Source: an optimization exercise on an open RTL-to-GDS flow (aim: small area, a short achievable clock period and few clock cycles per item). Production flows keep margins and buffers that such runs may drop. In this exercise RTL edits were held to simulation tests only and were not proved equivalent to the original.

==> inputs of raven <==
==> flow/design.v (excerpt) <==
module systolic_array #(
    parameter N_SIZE = 5 ,
    parameter DATAWIDTH = 16
) (
    input logic clk,rst_n,valid_in,
    input wire [N_SIZE*DATAWIDTH-1:0] matrix_a_in,
    input wire [N_SIZE*DATAWIDTH-1:0] matrix_b_in,
    output logic valid_out,
    output logic [N_SIZE*2*DATAWIDTH-1:0] matrix_c_out
);
==> module systolic_array, before the edit <==
module systolic_array #(
    parameter N_SIZE = 5 ,
    parameter DATAWIDTH = 16
) (
    input logic clk,rst_n,valid_in,
    input wire [N_SIZE*DATAWIDTH-1:0] matrix_a_in,
    input wire [N_SIZE*DATAWIDTH-1:0] matrix_b_in,
    output logic valid_out,
    output logic [N_SIZE*2*DATAWIDTH-1:0] matrix_c_out
);
  logic [4:0] cnt, cnt_nx;
  logic hold;       
  logic first;      
  logic first_n;    
  logic vo;
  always_comb begin
    if (valid_in) cnt_nx = 5'd1;
    else if (cnt == 5'd31) cnt_nx = 5'd31;
    else cnt_nx = cnt + 5'd1;
  end
  always_ff @(posedge clk or negedge rst_n) begin
    if (!rst_n) begin
      cnt   <= 5'd31;
      hold  <= 1'b0;
      first <= 1'b0;
      first_n <= 1'b1;
      vo    <= 1'b0;
    end else begin
      cnt   <= cnt_nx;
      hold  <= (cnt_nx >= 5'd5) && (cnt_nx <= 5'd24);
      first <= (cnt_nx == 5'd1) || (cnt_nx == 5'd6) || (cnt_nx == 5'd11) ||
               (cnt_nx == 5'd16) || (cnt_nx == 5'd21);
      first_n <= ~((cnt_nx == 5'd1) || (cnt_nx == 5'd6) || (cnt_nx == 5'd11) ||
                   (cnt_nx == 5'd16) || (cnt_nx == 5'd21));
      vo    <= (cnt_nx == 5'd7) || (cnt_nx == 5'd12) || (cnt_nx == 5'd17) ||
               (cnt_nx == 5'd22) || (cnt_nx == 5'd27);
    end
  end
  assign valid_out = vo;
  logic [63:0] aq [0:4];
  logic [79:0] bq [0:4];
  always_ff @(posedge clk) begin
    aq[0][47:0]  <= hold ? aq[4][63:16] : matrix_a_in[63:16];
    aq[0][63:48] <= matrix_a_in[79:64];
    bq[0] <= hold ? bq[4] : matrix_b_in;
    for (int n = 1; n < 5; n++) begin
      aq[n] <= aq[n-1];
      bq[n] <= bq[n-1];
    end
  end
  logic [15:0] aop;
  assign aop = hold ? aq[4][15:0] : matrix_a_in[15:0];
  logic [7:0] e_one, e_onen, e_two, e_twon, e_nz, e_nzn, e_neg, e_negn, e_negz, e_negzn;
  always_ff @(posedge clk) begin
    for (int i = 0; i < 8; i++) begin
      logic a2, a1, a0, one, two;
      a2 = aop[2*i+1];
      a1 = aop[2*i];
      a0 = (i > 0) ? aop[2*i-1] : 1'b0;
      one = a1 ^ a0;
      two = (a2 & ~a1 & ~a0) | (~a2 & a1 & a0);
      e_one[i]   <= one;
      e_onen[i]  <= ~one;
      e_two[i]   <= two;
      e_twon[i]  <= ~two;
      e_nz[i]    <= one | two;
      e_nzn[i]   <= ~(one | two);
      e_neg[i]   <= a2;
      e_negn[i]  <= ~a2;
      e_negz[i]  <= a2 & (one | two);
      e_negzn[i] <= ~(a2 & (one | two));
    end
  end
  localparam logic [31:0] K5 = 32'h55570000;
  genvar j;
  generate
    for (j = 0; j < 5; j++) begin : GEN_MAC
      logic [31:0] acc_s, acc_c, ns, nc, res, sum;
      cpa32 u_cpa (.a(acc_s), .b(acc_c), .y(sum));
      logic [16:0] bx;
      logic [16:0] pp [0:7];
      logic [7:0] ng;
      assign bx = {bq[0][16*j+15], bq[0][16*j +: 16]};
      always_comb begin
        for (int i = 0; i < 8; i++) begin
          for (int x = 0; x < 17; x++) begin
            logic b1, sel;
            b1 = (x > 0) ? bx[x-1] : 1'b0;
            case (j)
              0: sel = (e_one[i] & bx[x]) | (e_two[i] & b1);
              1: sel = (~e_onen[i] & bx[x]) | (~e_twon[i] & b1);
              2: sel = e_one[i] ? bx[x] : (e_nz[i] & b1);
              3: sel = ~e_onen[i] ? bx[x] : (~e_nzn[i] & b1);
              default: sel = ~e_nzn[i] & (~e_twon[i] ? b1 : bx[x]);
            endcase
            case (j)
              0, 4: pp[i][x] = sel ^ e_neg[i];
              1: pp[i][x] = sel ^ ~e_negn[i];
              2: pp[i][x] = sel ^ e_negz[i];
              default: pp[i][x] = sel ^ ~e_negzn[i];
            endcase
          end
          case (j)
            0, 4: ng[i] = e_neg[i];
            1: ng[i] = ~e_negn[i];
            2: ng[i] = e_negz[i];
            default: ng[i] = ~e_negzn[i];
          endcase
        end
      end
      mac_tree u_tree (
        .pp0(pp[0][15:0]), .pp1(pp[1][15:0]), .pp2(pp[2][15:0]), .pp3(pp[3][15:0]),
        .pp4(pp[4][15:0]), .pp5(pp[5][15:0]), .pp6(pp[6][15:0]), .pp7(pp[7][15:0]),
        .npp0(~pp[0][16]), .npp1(~pp[1][16]), .npp2(~pp[2][16]), .npp3(~pp[3][16]),
        .npp4(~pp[4][16]), .npp5(~pp[5][16]), .npp6(~pp[6][16]), .npp7(~pp[7][16]),
        .neg(ng),
        .as(first ? K5 : acc_s), .ac(first_n ? acc_c : 32'd0),
        .os(ns), .oc(nc)
      );
      always_ff @(posedge clk) begin
        acc_s <= ns;
        acc_c <= nc;
        res   <= sum;
      end
      assign matrix_c_out[32*j +: 32] = res;
    end
  endgenerate
endmodule
==> flow/config.mk <==
export PLATFORM = sky130hd
export DESIGN_NAME = systolic_array
export DESIGN_NICKNAME = systolic_array
export VERILOG_FILES = /design/flow/design.v
export SDC_FILE = /design/flow/constraint.sdc
export NUM_CORES = 8
export LEC_CHECK = 0
export CAP_MARGIN = 20
export CORE_MARGIN = 2
export CORE_UTILIZATION = 40
export SLEW_MARGIN = 20
export SYNTH_HIERARCHICAL = 1
export SYNTH_MINIMUM_KEEP_SIZE = 0
==> flow/constraint.sdc <==
create_clock -name core_clock -period 10.0 [get_ports {clk}]
set_input_delay 2.0000 -clock core_clock [delete_from_list [all_inputs] [get_ports {clk}]]
set_output_delay 2.0000 -clock core_clock [all_outputs]
set_load 0.01 [all_outputs]
standard.sh (not shown) runs the stock make flow with config.mk's settings and CLKGATE_MAP_FILE= SYNTH_SCRIPT=/design/flow/synth_recipe.tcl, a recipe that flattens the netlist after the stock synthesis.
==> flow/flow/run.sh <==
#!/bin/bash
# Layout flow: the standard ORFS flow (standard.sh, unchanged synthesis and
# steps), with the timing repair asked to keep more setup slack than the clock
# period needs, so that it also works on paths that already meet 10 ns.
set -euo pipefail
MARGIN=${REPAIR_MARGIN:-6.5}
bash standard.sh SETUP_SLACK_MARGIN=$MARGIN finish > flow_make.log 2>&1
==> juniper: changes against raven <==
--- a/flow/design.v
+++ b/flow/design.v
@@ -72,6 +72,7 @@
     end
   end
   localparam logic [31:0] K5 = 32'h55570000;
+  localparam int NVAR = 1;
   genvar j;
   generate
     for (j = 0; j < 5; j++) begin : GEN_MAC
@@ -80,27 +81,28 @@
       logic [16:0] bx;
       logic [16:0] pp [0:7];
       logic [7:0] ng;
+      localparam int VSEL = (NVAR == 1) ? 0 : j;
       assign bx = {bq[0][16*j+15], bq[0][16*j +: 16]};
       always_comb begin
         for (int i = 0; i < 8; i++) begin
           for (int x = 0; x < 17; x++) begin
             logic b1, sel;
             b1 = (x > 0) ? bx[x-1] : 1'b0;
-            case (j)
+            case (VSEL)
               0: sel = (e_one[i] & bx[x]) | (e_two[i] & b1);
               1: sel = (~e_onen[i] & bx[x]) | (~e_twon[i] & b1);
               2: sel = e_one[i] ? bx[x] : (e_nz[i] & b1);
               3: sel = ~e_onen[i] ? bx[x] : (~e_nzn[i] & b1);
               default: sel = ~e_nzn[i] & (~e_twon[i] ? b1 : bx[x]);
             endcase
-            case (j)
+            case (VSEL)
               0, 4: pp[i][x] = sel ^ e_neg[i];
               1: pp[i][x] = sel ^ ~e_negn[i];
               2: pp[i][x] = sel ^ e_negz[i];
               default: pp[i][x] = sel ^ ~e_negzn[i];
             endcase
           end
-          case (j)
+          case (VSEL)
             0, 4: ng[i] = e_neg[i];
             1: ng[i] = ~e_negn[i];
             2: ng[i] = e_negz[i];
==> flow/flow/run.sh (replaced) <==
#!/bin/bash
# Layout flow: the standard ORFS flow (standard.sh: unchanged synthesis and
# steps) with two changes in how the layout is made:
#  - the timing repair is asked to keep more setup slack than the 10 ns clock
#    needs, so that it also shortens paths that already meet it;
#  - the port buffers that the flow inserts on every input and output are
#    buf_2 cells instead of the flow's default delay-buffer cells.
set -euo pipefail
MARGIN=${REPAIR_MARGIN:-6.5}
bash standard.sh SETUP_SLACK_MARGIN=$MARGIN \
  "BUFFER_PORTS_ARGS=-buffer_cell sky130_fd_sc_hd__buf_2" finish > flow_make.log 2>&1
--- a/flow/config.mk
+++ b/flow/config.mk
@@ -7,7 +7,9 @@
 export LEC_CHECK = 0
 export CAP_MARGIN = 20
 export CORE_MARGIN = 2
-export CORE_UTILIZATION = 40
+export CORE_UTILIZATION = 60
+export CTS_CLUSTER_DIAMETER = 60
+export CTS_CLUSTER_SIZE = 30
 export SLEW_MARGIN = 20
 export SYNTH_HIERARCHICAL = 1
 export SYNTH_MINIMUM_KEEP_SIZE = 0
==> results_dict.tcl <==
set metrics [dict create \
    sequential_group_power_mw 7.88 \
    comb_power_mw 17.4 \
    gr-usage-met3 0.0812 \
    period_minus_slack_ns 3.48 \
    outcome "complete, no violations" \
    yosys-top-cells-count "sky130_fd_sc_hd__dfxtp_1, sky130_fd_sc_hd__fa_1, sky130_fd_sc_hd__xnor2_1, sky130_fd_sc_hd__a22oi_1, sky130_fd_sc_hd__clkbuf_1" \
]
-- figures above: juniper

==> results_dict.tcl <==
set metrics [dict create \
    outcome "complete, no violations" \
    yosys-top-cells-count "sky130_fd_sc_hd__dfxtp_1, sky130_fd_sc_hd__fa_1, sky130_fd_sc_hd__xnor2_1, sky130_fd_sc_hd__buf_4, sky130_fd_sc_hd__nor2b_1" \
    rr_endpoint "GEN_MAC[3].acc_c[19]" \
    period_minus_slack_ns 3.51 \
    sequential_group_power_mw 8.39 \
    comb_power_mw 20.4 \
    gr-usage-met3 0.0430 \
    crit_path_class "reg2reg" \
    first_global_vias 43400 \
]
-- figures above: raven

Testbench counts of raven, summed over its fixed seeds: cycles 6,912, matrices 256.
Testbench counts of juniper, summed over its fixed seeds: cycles 6,912, matrices 256.

[static timing again, ports no longer ideal]
In the flow no input, the clock included, has a driving cell. The finished layouts below were timed again as built, in two steps. Step 1 (the two cells are an assumption about what drives the block):
set clk [get_ports {clk}]
set_driving_cell -lib_cell sky130_fd_sc_hd__clkbuf_16 $clk
set_driving_cell -lib_cell sky130_fd_sc_hd__buf_2 [delete_from_list [all_inputs] $clk]
Step 2 also shifts input and output timing later by t, the mid clock arrival at the registers, as if the neighbouring blocks saw the same clock. Slacks: no drivers / after step 1 / after step 2; pairs: no drivers / after step 1.
run	t (ns)	setup WS [ns]	clock arrival spread, ns
raven	0.875	6.486 / 6.483 / 6.089	0.077 / 0.077
juniper	0.770	6.521 / 6.521 / 6.521	0.041 / 0.041
After both steps setup and hold are still met in every run listed. For raven, which loses most, drivers alone change the setup slack by -0.003 ns; drivers and shift together by -0.397 ns.
